Background: an optimization exercise with open tools, aiming at small area, a short achievable clock period and few clock cycles per item. Do not read the settings as production practice.

==> run M: inputs <==
==> flow/design.v (excerpt) <==
module Rsa256Wrapper (
    input         avm_rst,
    input         avm_clk,
    output  [4:0] avm_address,
    output        avm_read,
    input  [31:0] avm_readdata,
    output        avm_write,
    output [31:0] avm_writedata,
    input         avm_waitrequest
);
clock: 22.0 ns
lec_check: 0
cap_margin: 20
core_margin: 2
core_utilization: 40
setup_slack_margin: 1.0
slew_margin: 20
synth_hierarchical: 1
standard.sh (not shown) runs the stock make flow with config.mk's settings and CLKGATE_MAP_FILE= SYNTH_SCRIPT=/design/flow/synth_recipe.tcl, a recipe that flattens the netlist after the stock synthesis.
==> flow/flow/run.sh <==
#!/bin/bash
# Standard synthesis, then the standard ORFS layout steps with repair_timing
# aiming at a shorter period than the constraint (which stays as it is), and
# port buffers of a plain buffer cell.
set -euo pipefail
MARGIN=16.1
bash standard.sh synth > synth.log 2>&1
bash standard.sh SETUP_SLACK_MARGIN=$MARGIN SKIP_BUFFER_REMOVAL=1 \
    "BUFFER_PORTS_ARGS=-inputs -outputs -buffer_cell sky130_fd_sc_hd__buf_4" \
    floorplan place cts route finish > layout.log 2>&1
==> run C: changes against run M <==
--- a/flow/design.v
+++ b/flow/design.v
@@ -48,27 +48,27 @@
 	input  [R-1:0]   i_hp,        
 	input  [R-1:0]   i_pb,        
 	output [R-1:0]   o_q
 );
 wire [2*R-1:0] vs, vc;
 CsaTree #(.W(2*R), .N(3), .CIN(1), .FILL(0)) vtree (.rows({i_sc, i_ss, i_pa}), .cin(i_cin), .o_s(vs), .o_c(vc));
 wire clo;
-BkAdd #(.W(R)) vlo (.a(vs[R-1:0]), .b(vc[R-1:0]), .ci(1'b0), .s(), .co(clo));
+KsAdd #(.W(R)) vlo (.a(vs[R-1:0]), .b(vc[R-1:0]), .ci(1'b0), .s(), .co(clo));
 wire [(R+2)*R-1:0] rows;
 assign rows[0 +: R] = vs[2*R-1:R];
 assign rows[R +: R] = vc[2*R-1:R];
 genvar j;
 generate for (j = 0; j < R; j = j + 1) begin : g_pp
 	assign rows[(j+2)*R +: R] = i_q[j] ? (i_hp << j) : {R{1'b0}};
 end endgenerate
 wire [R-1:0] hs, hc;
 CsaTree #(.W(R), .N(R+2), .CIN(1), .FILL(0)) htree (.rows(rows), .cin(clo), .o_s(hs), .o_c(hc));
 wire [R-1:0] ts, tc;
 CsaTree #(.W(R), .N(3), .CIN(0), .FILL(0)) ttree (.rows({hs, hc, i_pb}), .cin(1'b0), .o_s(ts), .o_c(tc));
-BkAdd #(.W(R)) tadd (.a(ts), .b(tc), .ci(1'b0), .s(o_q), .co());
+KsAdd #(.W(R)) tadd (.a(ts), .b(tc), .ci(1'b0), .s(o_q), .co());
 endmodule
 module CsaTree #(
 	parameter W    = 8,
 	parameter N    = 3,
 	parameter CIN  = 0,
 	parameter FILL = 0
 )(
@@ -145,56 +145,124 @@
 )(
 	input  [W-1:0] a,
 	input  [W-1:0] b,
 	input          ci,
 	output [W-1:0] s,
 	output         co
 );
+wire [W-1:0] p;
+wire [W:0]   c;
+BkCarry #(.W(W)) carry (.a(a), .b(b), .ci(ci), .p(p), .c(c));
+assign s  = p ^ c[W-1:0];
+assign co = c[W];
+endmodule
+module BkCarry #(
+	parameter W = 8
+)(
+	input  [W-1:0] a,
+	input  [W-1:0] b,
+	input          ci,
+	output [W-1:0] p,
+	output [W:0]   c
+);
 function automatic integer clog2(input integer x);
 	integer n, i;
 	begin
 		n = 0;
 		for (i = 0; i < 31; i = i + 1) if ((1 << i) < x) n = i + 1;
 		clog2 = n;
 	end
 endfunction
 localparam L = clog2(W + 1);
 wire [(2*L)*(W+1)-1:0] g;
-wire [(2*L)*(W+1)-1:0] p;
-assign g[0 +: W+1] = {a & b, ci};
-assign p[0 +: W+1] = {a ^ b, 1'b0};
+wire [(2*L)*(W+1)-1:0] pp;
+assign g[0 +: W+1]  = {a & b, ci};
+assign pp[0 +: W+1] = {a ^ b, 1'b0};
 genvar lv, j;
 generate
 	for (lv = 0; lv < L; lv = lv + 1) begin : up
 		for (j = 0; j <= W; j = j + 1) begin : b
 			if ((j + 1) % (2 << lv) == 0) begin : op
-				assign g[(lv+1)*(W+1) + j] = g[lv*(W+1) + j] | (p[lv*(W+1) + j] & g[lv*(W+1) + j - (1 << lv)]);
-				assign p[(lv+1)*(W+1) + j] = p[lv*(W+1) + j] & p[lv*(W+1) + j - (1 << lv)];
+				assign g[(lv+1)*(W+1) + j]  = g[lv*(W+1) + j] | (pp[lv*(W+1) + j] & g[lv*(W+1) + j - (1 << lv)]);
+				assign pp[(lv+1)*(W+1) + j] = pp[lv*(W+1) + j] & pp[lv*(W+1) + j - (1 << lv)];
 			end else begin : pass
-				assign g[(lv+1)*(W+1) + j] = g[lv*(W+1) + j];
-				assign p[(lv+1)*(W+1) + j] = p[lv*(W+1) + j];
+				assign g[(lv+1)*(W+1) + j]  = g[lv*(W+1) + j];
+				assign pp[(lv+1)*(W+1) + j] = pp[lv*(W+1) + j];
 			end
 		end
 	end
 	for (lv = L - 2; lv >= 0; lv = lv - 1) begin : dn
 		for (j = 0; j <= W; j = j + 1) begin : b
 			if ((j + 1) % (2 << lv) == (1 << lv) && j + 1 > (2 << lv)) begin : op
-				assign g[(2*L-1-lv)*(W+1) + j] = g[(2*L-2-lv)*(W+1) + j] | (p[(2*L-2-lv)*(W+1) + j] & g[(2*L-2-lv)*(W+1) + j - (1 << lv)]);
-				assign p[(2*L-1-lv)*(W+1) + j] = p[(2*L-2-lv)*(W+1) + j] & p[(2*L-2-lv)*(W+1) + j - (1 << lv)];
+				assign g[(2*L-1-lv)*(W+1) + j]  = g[(2*L-2-lv)*(W+1) + j] | (pp[(2*L-2-lv)*(W+1) + j] & g[(2*L-2-lv)*(W+1) + j - (1 << lv)]);
+				assign pp[(2*L-1-lv)*(W+1) + j] = pp[(2*L-2-lv)*(W+1) + j] & pp[(2*L-2-lv)*(W+1) + j - (1 << lv)];
 			end else begin : pass
-				assign g[(2*L-1-lv)*(W+1) + j] = g[(2*L-2-lv)*(W+1) + j];
-				assign p[(2*L-1-lv)*(W+1) + j] = p[(2*L-2-lv)*(W+1) + j];
+				assign g[(2*L-1-lv)*(W+1) + j]  = g[(2*L-2-lv)*(W+1) + j];
+				assign pp[(2*L-1-lv)*(W+1) + j] = pp[(2*L-2-lv)*(W+1) + j];
 			end
 		end
 	end
 endgenerate
-wire [W:0] c = g[(2*L-1)*(W+1) +: W+1];
-assign s  = p[W:1] ^ c[W-1:0];
+assign c = g[(2*L-1)*(W+1) +: W+1];
+assign p = pp[W:1];
+endmodule
+module KsAdd #(
+	parameter W = 8
+)(
+	input  [W-1:0] a,
+	input  [W-1:0] b,
+	input          ci,
+	output [W-1:0] s,
+	output         co
+);
+wire [W-1:0] p;
+wire [W:0]   c;
+KsCarry #(.W(W)) carry (.a(a), .b(b), .ci(ci), .p(p), .c(c));
+assign s  = p ^ c[W-1:0];
 assign co = c[W];
 endmodule
+module KsCarry #(
+	parameter W = 8
+)(
+	input  [W-1:0] a,
+	input  [W-1:0] b,
+	input          ci,
+	output [W-1:0] p,
+	output [W:0]   c
+);
+function automatic integer clog2(input integer x);
+	integer n, i;
+	begin
+		n = 0;
+		for (i = 0; i < 31; i = i + 1) if ((1 << i) < x) n = i + 1;
+		clog2 = n;
+	end
+endfunction
+localparam L = clog2(W + 1);
+wire [(L+1)*(W+1)-1:0] g;
+wire [(L+1)*(W+1)-1:0] pp;
+assign g[0 +: W+1]  = {a & b, ci};
+assign pp[0 +: W+1] = {a ^ b, 1'b0};
+genvar lv, j;
+generate
+	for (lv = 0; lv < L; lv = lv + 1) begin : lvl
+		for (j = 0; j <= W; j = j + 1) begin : b
+			if (j >= (1 << lv)) begin : op
+				assign g[(lv+1)*(W+1) + j]  = g[lv*(W+1) + j] | (pp[lv*(W+1) + j] & g[lv*(W+1) + j - (1 << lv)]);
+				assign pp[(lv+1)*(W+1) + j] = pp[lv*(W+1) + j] & pp[lv*(W+1) + j - (1 << lv)];
+			end else begin : pass
+				assign g[(lv+1)*(W+1) + j]  = g[lv*(W+1) + j];
+				assign pp[(lv+1)*(W+1) + j] = pp[lv*(W+1) + j];
+			end
+		end
+	end
+endgenerate
+assign c = g[L*(W+1) +: W+1];
+assign p = pp[W:1];
+endmodule
 module MulLo #(
 	parameter WA = 6,
 	parameter WP = 6
 )(
 	input  [WA-1:0] a,
 	input  [WP-1:0] b,
 	output [WP-1:0] p
@@ -202,27 +270,27 @@
 wire [WA*WP-1:0] rows;
 genvar j;
 generate for (j = 0; j < WA; j = j + 1) begin : g_pp
 	assign rows[j*WP +: WP] = a[j] ? (b << j) : {WP{1'b0}};
 end endgenerate
 wire [WP-1:0] s, c;
 CsaTree #(.W(WP), .N(WA), .CIN(0), .FILL(0)) tree (.rows(rows), .cin(1'b0), .o_s(s), .o_c(c));
-BkAdd #(.W(WP)) add (.a(s), .b(c), .ci(1'b0), .s(p), .co());
+KsAdd #(.W(WP)) add (.a(s), .b(c), .ci(1'b0), .s(p), .co());
 endmodule
 module Rsa256Wrapper (
     input         avm_rst,
     input         avm_clk,
     output  [4:0] avm_address,
     output        avm_read,
     input  [31:0] avm_readdata,
     output        avm_write,
     output [31:0] avm_writedata,
     input         avm_waitrequest
 );
-localparam R  = 8;                           
+localparam R  = 10;                           
 localparam NT = 256 + R;                     
 localparam WB = NT + 1;                      
 localparam WS = NT + 2;                      
 localparam M  = (WS + R - 1) / R;            
 localparam K  = R * M;                       
 localparam RX_BASE     = 5'd0;
 localparam TX_BASE     = 5'd4;
@@ -237,15 +305,16 @@
 localparam S_DBLB  = 7;    
 localparam S_SCAN  = 8;    
 localparam S_MONT  = 9;    
 localparam S_CONV  = 10;   
 localparam S_FINAL = 11;   
 localparam S_TXS   = 12;   
 localparam S_TXD   = 13;   
-localparam NS      = 14;
+localparam S_PREP  = 14;   
+localparam NS      = 15;
 localparam O_PRE1 = 0;     
 localparam O_PRE2 = 1;     
 localparam O_SQR  = 2;     
 localparam O_MUL1 = 3;     
 localparam O_MUL3 = 4;     
 localparam O_FIN  = 5;     
 localparam NO     = 6;
@@ -298,77 +367,79 @@
     X_next = X;
     if (shp) X_next = {X[WB-9:0], rxb};
     if (conv_x) X_next = sum[WB-1:0];
     if (st[S_DBLB]) X_next = ge ? sum[WB-1:0] : ~Scf[WB-1:0];
 end
 wire more  = bitcnt != 9'd256;           
 wire win3  = D[255] && D[254] && bitcnt != 9'd255;
+wire [NO-1:0] op_conv = op[O_PRE1]                     ? (1 << O_PRE2) :
+                        (op[O_SQR] && sq2)             ? (1 << O_SQR)  :
+                        (op[O_SQR] && mulp == 2'd1)    ? (1 << O_MUL1) :
+                        (op[O_SQR] && mulp == 2'd3)    ? (1 << O_MUL3) :
+                                                         (1 << O_SQR);
+logic [NO-1:0] cn;                       
 logic [NO-1:0] op_next;
 always_comb begin
     op_next = op;
     if (st[S_SCAN] && more && D[255]) op_next = 1 << O_PRE1;
     if (st[S_FINAL]) op_next = 1 << O_FIN;
-    if (st[S_CONV]) begin
-        if (op[O_PRE1])                        op_next = 1 << O_PRE2;
-        else if (op[O_SQR] && sq2)             op_next = 1 << O_SQR;
-        else if (op[O_SQR] && mulp == 2'd1)    op_next = 1 << O_MUL1;
-        else if (op[O_SQR] && mulp == 2'd3)    op_next = 1 << O_MUL3;
-        else                                   op_next = 1 << O_SQR;
-    end
+    if (st[S_CONV]) op_next = cn;
 end
 wire decide = st[S_CONV] && !op[O_PRE1] && !op[O_FIN] &&
               !(op[O_SQR] && (sq2 || mulp != 2'd0));
-wire [WB-1:0] X_new = conv_x ? sum[WB-1:0] : X;
-wire [K-1:0]  C3_new = (st[S_CONV] && d_c3) ? {{(K-WB){1'b0}}, sum[WB-1:0]} : C3;
+wire [WB-1:0]  X_new  = conv_x ? sum[WB-1:0] : X;
+wire [K-1:0]   C3_new = (st[S_CONV] && d_c3) ? {{(K-WB){1'b0}}, sum[WB-1:0]} : C3;
 logic [R-1:0] ad_first;
 always_comb begin
-    ad_first = X_new[R-1:0];
-    if (op_next[O_MUL1]) ad_first = Cm[R-1:0];
-    if (op_next[O_MUL3] || op_next[O_PRE2]) ad_first = C3_new[R-1:0];
-    if (op_next[O_FIN]) ad_first = {{(R-1){1'b0}}, 1'b1};
+    ad_first = X[R-1:0];
+    if (a_cm) ad_first = Cm[R-1:0];
+    if (a_c3) ad_first = C3[R-1:0];
+    if (op[O_FIN]) ad_first = {{(R-1){1'b0}}, 1'b1};
 end
 wire [K-1:0]  Xp = {{(K-WB){1'b0}}, X};
 wire [6:0]    didx = cnt[6:0] + 7'd2;
 logic [R-1:0] xdig;
 always_comb begin
     xdig = '0;
     for (int i = 2; i < M; i++)
         if (didx == i) xdig = Xp[i*R +: R];
 end
-wire [R-1:0] dn_next = st[S_MONT] ? xdig : X_new[2*R-1:R];
+wire [R-1:0] dn_next = st[S_MONT] ? xdig : X[2*R-1:R];
 wire [R-1:0]   ad_mont = a_x ? dn : a_cm ? Cm[2*R-1:R] : a_c3 ? C3[2*R-1:R] : {R{1'b0}};
 wire [R-1:0]   ad_next = st[S_MONT] ? ad_mont : ad_first;
 wire [2*R-1:0] pm, pg;
 MulLo #(.WA(R), .WP(2*R)) mul_pm (.a(ad_mont), .b(X[2*R-1:0]), .p(pm));
-MulLo #(.WA(R), .WP(2*R)) mul_pg (.a(ad_first), .b(X_new[2*R-1:0]), .p(pg));
+MulLo #(.WA(R), .WP(2*R)) mul_pg (.a(ad_first), .b(X[2*R-1:0]), .p(pg));
 wire [R-1:0] q_mont;
 Rsa256QNext #(.R(R)) qnext (
     .i_sc(~Scf[2*R-1:0]), .i_ss(~Ssf[2*R-1:0]), .i_cin(cin), .i_pa(pa), .i_q(q),
     .i_hp(hp), .i_pb(pm[R-1:0]), .o_q(q_mont)
 );
 wire [2*R-1:0] pa_next = st[S_MONT] ? pm : pg;
 wire [R-1:0]   q_next  = st[S_MONT] ? q_mont : pg[R-1:0];
 wire ntlast = (cnt == R - 1);
 wire rot1 = (st[S_SCAN] && more) || (decide && more && !win3);
 wire rot2 = decide && more && win3;
 always_ff @(posedge avm_clk) begin
     X   <= X_next;
     rxb <= avm_readdata[7:0];
     ad  <= ad_next;
+    cn  <= op_conv;
     pa  <= pa_next;
     q   <= q_next;
     dn  <= dn_next;
     hp  <= Q[R:1] + 1'b1;
     if (shp || (st[S_DBLB] && fr)) txb <= X_next[R+247 -: 8];
     if (st[S_MONT]) begin
         Scf <= t_scf;
         Ssf <= t_ssf;
         cin <= t_cin;
-    end else if (st[S_DBLA]) begin
-        Scf <= ~{X[WS-2:256] & {(WS-257){fr}}, X[255:0], 1'b0};
+    end else if (st[S_DBLA] || st[S_DBLB]) begin
+        Scf <= st[S_DBLA] ? ~{X[WS-2:256] & {(WS-257){fr}}, X[255:0], 1'b0}
+                          : {ge ? nsum[WS-2:0] : Scf[WS-2:0], 1'b1};
         Ssf <= fr ? {{(WS-256-R){1'b0}}, N, {R{1'b0}}} : {{(WS-256){1'b0}}, N};
         cin <= 1'b1;
     end else if (st[S_NTA]) begin
         Scf <= ~{{(WS-257){1'b0}}, Q};
         Ssf <= Q[0] ? '1 : ~{{(WS-256){1'b0}}, N};
         cin <= 1'b0;
     end else begin
@@ -394,17 +465,17 @@
         Cm <= {Cm[R-1:0], Cm[K-1:R]};
     if (st[S_CONV] && d_c3)
         C3 <= C3_new;
     else if (st[S_MONT] && a_c3)
         C3 <= {C3[R-1:0], C3[K-1:R]};
 end
 always_comb begin
-    rd_n   = rd_r;
-    wr_n   = wr_r;
-    addr_n = addr_r;
+    rd_n   = st[S_RXS] || st[S_RXD] || st[S_TXS];
+    wr_n   = st[S_TXD];
+    addr_n = st[S_RXD] ? RX_BASE : st[S_TXD] ? TX_BASE : STATUS_BASE;
     if (st[S_RXS] && done && avm_readdata[7]) addr_n = RX_BASE;
     if (st[S_RXD] && done) begin
         if (cnt == (keyed ? 9'd31 : 9'd95)) rd_n = 1'b0;
         else addr_n = STATUS_BASE;
     end
     if (st[S_DBLB] && fr && cnt == R - 1) begin
         rd_n   = 1'b1;
@@ -477,27 +548,25 @@
                 cnt <= 9'd0;
                 st  <= 1 << S_TXS;
             end else if (!fr && cnt == K - 1) begin
                 cnt     <= 9'd0;
                 bitcnt  <= 9'd0;
                 started <= 1'b0;
                 st      <= 1 << S_SCAN;
-            end else begin
-                st      <= 1 << S_DBLA;
             end
         end
         if (st[S_SCAN]) begin
             if (!more) begin
                 st <= 1 << S_FINAL;
             end else begin
                 bitcnt <= bitcnt + 9'd1;
                 if (D[255]) begin
                     started <= 1'b1;
                     cnt     <= 9'd0;
-                    st      <= 1 << S_MONT;
+                    st      <= 1 << S_PREP;
                 end
             end
         end
         if (st[S_MONT]) begin
             cnt <= cnt + 9'd1;
             if (cnt == M - 1) begin
                 cnt <= 9'd0;
@@ -507,15 +576,15 @@
         if (st[S_CONV]) begin
             if (op[O_FIN]) begin
                 fr <= 1'b1;
                 st <= 1 << S_DBLA;
             end else if (decide && !more) begin
                 st <= 1 << S_FINAL;
             end else begin
-                st <= 1 << S_MONT;
+                st <= 1 << S_PREP;
             end
             if (op[O_SQR] && sq2) sq2 <= 1'b0;
             else if (op[O_SQR]) mulp <= 2'd0;
             if (decide && more) begin
                 if (win3) begin
                     bitcnt <= bitcnt + 9'd2;
                     sq2    <= 1'b1;
@@ -523,15 +592,16 @@
                 end else begin
                     bitcnt <= bitcnt + 9'd1;
                     sq2    <= 1'b0;
                     mulp   <= D[255] ? 2'd1 : 2'd0;
                 end
             end
         end
-        if (st[S_FINAL]) st <= started ? (1 << S_MONT) : (1 << S_CONV);
+        if (st[S_FINAL]) st <= started ? (1 << S_PREP) : (1 << S_CONV);
+        if (st[S_PREP]) st <= 1 << S_MONT;
         if (st[S_TXS] && done && avm_readdata[6]) st <= 1 << S_TXD;
         if (st[S_TXD] && done) begin
             cnt <= cnt + 9'd1;
             if (cnt == 9'd30) begin
                 cnt <= 9'd0;
                 st  <= 1 << S_RXS;
             end else begin
--- a/flow/config.mk
+++ b/flow/config.mk
@@ -5,9 +5,9 @@
 export SDC_FILE = /design/flow/constraint.sdc
 export NUM_CORES = 8
 export LEC_CHECK = 0
 export CAP_MARGIN = 20
 export CORE_MARGIN = 2
 export CORE_UTILIZATION = 40
 export SETUP_SLACK_MARGIN = 1.0
-export SLEW_MARGIN = 20
+export SLEW_MARGIN = 45
 export SYNTH_HIERARCHICAL = 1
==> run H: changes against run M <==
--- a/flow/design.v
+++ b/flow/design.v
@@ -145,55 +145,69 @@
 )(
 	input  [W-1:0] a,
 	input  [W-1:0] b,
 	input          ci,
 	output [W-1:0] s,
 	output         co
 );
+wire [W-1:0] p;
+wire [W:0]   c;
+BkCarry #(.W(W)) carry (.a(a), .b(b), .ci(ci), .p(p), .c(c));
+assign s  = p ^ c[W-1:0];
+assign co = c[W];
+endmodule
+module BkCarry #(
+	parameter W = 8
+)(
+	input  [W-1:0] a,
+	input  [W-1:0] b,
+	input          ci,
+	output [W-1:0] p,
+	output [W:0]   c
+);
 function automatic integer clog2(input integer x);
 	integer n, i;
 	begin
 		n = 0;
 		for (i = 0; i < 31; i = i + 1) if ((1 << i) < x) n = i + 1;
 		clog2 = n;
 	end
 endfunction
 localparam L = clog2(W + 1);
 wire [(2*L)*(W+1)-1:0] g;
-wire [(2*L)*(W+1)-1:0] p;
-assign g[0 +: W+1] = {a & b, ci};
-assign p[0 +: W+1] = {a ^ b, 1'b0};
+wire [(2*L)*(W+1)-1:0] pp;
+assign g[0 +: W+1]  = {a & b, ci};
+assign pp[0 +: W+1] = {a ^ b, 1'b0};
 genvar lv, j;
 generate
 	for (lv = 0; lv < L; lv = lv + 1) begin : up
 		for (j = 0; j <= W; j = j + 1) begin : b
 			if ((j + 1) % (2 << lv) == 0) begin : op
-				assign g[(lv+1)*(W+1) + j] = g[lv*(W+1) + j] | (p[lv*(W+1) + j] & g[lv*(W+1) + j - (1 << lv)]);
-				assign p[(lv+1)*(W+1) + j] = p[lv*(W+1) + j] & p[lv*(W+1) + j - (1 << lv)];
+				assign g[(lv+1)*(W+1) + j]  = g[lv*(W+1) + j] | (pp[lv*(W+1) + j] & g[lv*(W+1) + j - (1 << lv)]);
+				assign pp[(lv+1)*(W+1) + j] = pp[lv*(W+1) + j] & pp[lv*(W+1) + j - (1 << lv)];
 			end else begin : pass
-				assign g[(lv+1)*(W+1) + j] = g[lv*(W+1) + j];
-				assign p[(lv+1)*(W+1) + j] = p[lv*(W+1) + j];
+				assign g[(lv+1)*(W+1) + j]  = g[lv*(W+1) + j];
+				assign pp[(lv+1)*(W+1) + j] = pp[lv*(W+1) + j];
 			end
 		end
 	end
 	for (lv = L - 2; lv >= 0; lv = lv - 1) begin : dn
 		for (j = 0; j <= W; j = j + 1) begin : b
 			if ((j + 1) % (2 << lv) == (1 << lv) && j + 1 > (2 << lv)) begin : op
-				assign g[(2*L-1-lv)*(W+1) + j] = g[(2*L-2-lv)*(W+1) + j] | (p[(2*L-2-lv)*(W+1) + j] & g[(2*L-2-lv)*(W+1) + j - (1 << lv)]);
-				assign p[(2*L-1-lv)*(W+1) + j] = p[(2*L-2-lv)*(W+1) + j] & p[(2*L-2-lv)*(W+1) + j - (1 << lv)];
+				assign g[(2*L-1-lv)*(W+1) + j]  = g[(2*L-2-lv)*(W+1) + j] | (pp[(2*L-2-lv)*(W+1) + j] & g[(2*L-2-lv)*(W+1) + j - (1 << lv)]);
+				assign pp[(2*L-1-lv)*(W+1) + j] = pp[(2*L-2-lv)*(W+1) + j] & pp[(2*L-2-lv)*(W+1) + j - (1 << lv)];
 			end else begin : pass
-				assign g[(2*L-1-lv)*(W+1) + j] = g[(2*L-2-lv)*(W+1) + j];
-				assign p[(2*L-1-lv)*(W+1) + j] = p[(2*L-2-lv)*(W+1) + j];
+				assign g[(2*L-1-lv)*(W+1) + j]  = g[(2*L-2-lv)*(W+1) + j];
+				assign pp[(2*L-1-lv)*(W+1) + j] = pp[(2*L-2-lv)*(W+1) + j];
 			end
 		end
 	end
 endgenerate
-wire [W:0] c = g[(2*L-1)*(W+1) +: W+1];
-assign s  = p[W:1] ^ c[W-1:0];
-assign co = c[W];
+assign c = g[(2*L-1)*(W+1) +: W+1];
+assign p = pp[W:1];
 endmodule
 module MulLo #(
 	parameter WA = 6,
 	parameter WP = 6
 )(
 	input  [WA-1:0] a,
 	input  [WP-1:0] b,
@@ -359,16 +373,17 @@
     dn  <= dn_next;
     hp  <= Q[R:1] + 1'b1;
     if (shp || (st[S_DBLB] && fr)) txb <= X_next[R+247 -: 8];
     if (st[S_MONT]) begin
         Scf <= t_scf;
         Ssf <= t_ssf;
         cin <= t_cin;
-    end else if (st[S_DBLA]) begin
-        Scf <= ~{X[WS-2:256] & {(WS-257){fr}}, X[255:0], 1'b0};
+    end else if (st[S_DBLA] || st[S_DBLB]) begin
+        Scf <= st[S_DBLA] ? ~{X[WS-2:256] & {(WS-257){fr}}, X[255:0], 1'b0}
+                          : {ge ? nsum[WS-2:0] : Scf[WS-2:0], 1'b1};
         Ssf <= fr ? {{(WS-256-R){1'b0}}, N, {R{1'b0}}} : {{(WS-256){1'b0}}, N};
         cin <= 1'b1;
     end else if (st[S_NTA]) begin
         Scf <= ~{{(WS-257){1'b0}}, Q};
         Ssf <= Q[0] ? '1 : ~{{(WS-256){1'b0}}, N};
         cin <= 1'b0;
     end else begin
@@ -477,16 +492,14 @@
                 cnt <= 9'd0;
                 st  <= 1 << S_TXS;
             end else if (!fr && cnt == K - 1) begin
                 cnt     <= 9'd0;
                 bitcnt  <= 9'd0;
                 started <= 1'b0;
                 st      <= 1 << S_SCAN;
-            end else begin
-                st      <= 1 << S_DBLA;
             end
         end
         if (st[S_SCAN]) begin
             if (!more) begin
                 st <= 1 << S_FINAL;
             end else begin
                 bitcnt <= bitcnt + 9'd1;
--- a/flow/config.mk
+++ b/flow/config.mk
@@ -5,9 +5,9 @@
 export SDC_FILE = /design/flow/constraint.sdc
 export NUM_CORES = 8
 export LEC_CHECK = 0
 export CAP_MARGIN = 20
 export CORE_MARGIN = 2
 export CORE_UTILIZATION = 40
 export SETUP_SLACK_MARGIN = 1.0
-export SLEW_MARGIN = 20
+export SLEW_MARGIN = 45
 export SYNTH_HIERARCHICAL = 1
==> qor summary <==
quantity                                                            run M           run C           run H
Result of the run                                          finished clean  finished clean  finished clean
Combined area of the multi-input logic cells                  165800 um^2     202200 um^2     168800 um^2
RD Place Congestion                                                0.9202           1.002          0.9840
Worst Slack Setup Final                                          15.15 ns        15.70 ns        15.54 ns
Layout net count                                                    26000           31530           27200
Clock tree skew after final layout                             0.07928 ns      0.08462 ns       0.1129 ns
Gate count of the mapped netlist                                    21650           25660           22780
Non-clock buffer area fraction after layout                        1.735%          3.168%          3.069%
Multi-input combinational cell count                                17550           21690           18840
Number of buffer and inverter stages on the critical path               2               3               3
Sequential cell count of the final layout                            2228            2244            2228
Std-Cell Core Area                                            580900 um^2     677100 um^2     584700 um^2
CP Max Fanout                                                           7              14               3
Antenna diodes                                                         14              42              20
Met3 WL                                                          86990 um       112200 um        98720 um
Number of instances on the worst hold path                              2               2               1
Function was not checked in any run of this note: the RTL went through the layout flow alone.

[separate check: timing with driven ports]
How much do the figures lean on ideal ports? The routed layouts below were timed once more, with nothing changed but the port constraints.
Step 1 assumes that a clkbuf_16 drives the clock port and a buf_2 every other input.
Step 2 also shifts input and output timing later by t, the mid clock arrival at the registers, as if the neighbouring blocks saw the same clock.
Three values: no drivers, after step 1, after step 2; two values: the first two.
| run | shift t [ns] | setup slack, ns | worst setup path after step 2 |
|---|---|---|---|
| run M | 1.107 | 15.147 / 15.147 / 15.147 | register to register |
| run C | 1.136 | 15.702 / 15.702 / 15.588 | input to register |
| run H | 1.092 | 15.538 / 15.538 / 15.408 | input to register |
After both steps setup and hold are still met in every run listed. The setup slack of run H, which loses most, moves by 0.000 ns with the drivers and by -0.130 ns with both steps.
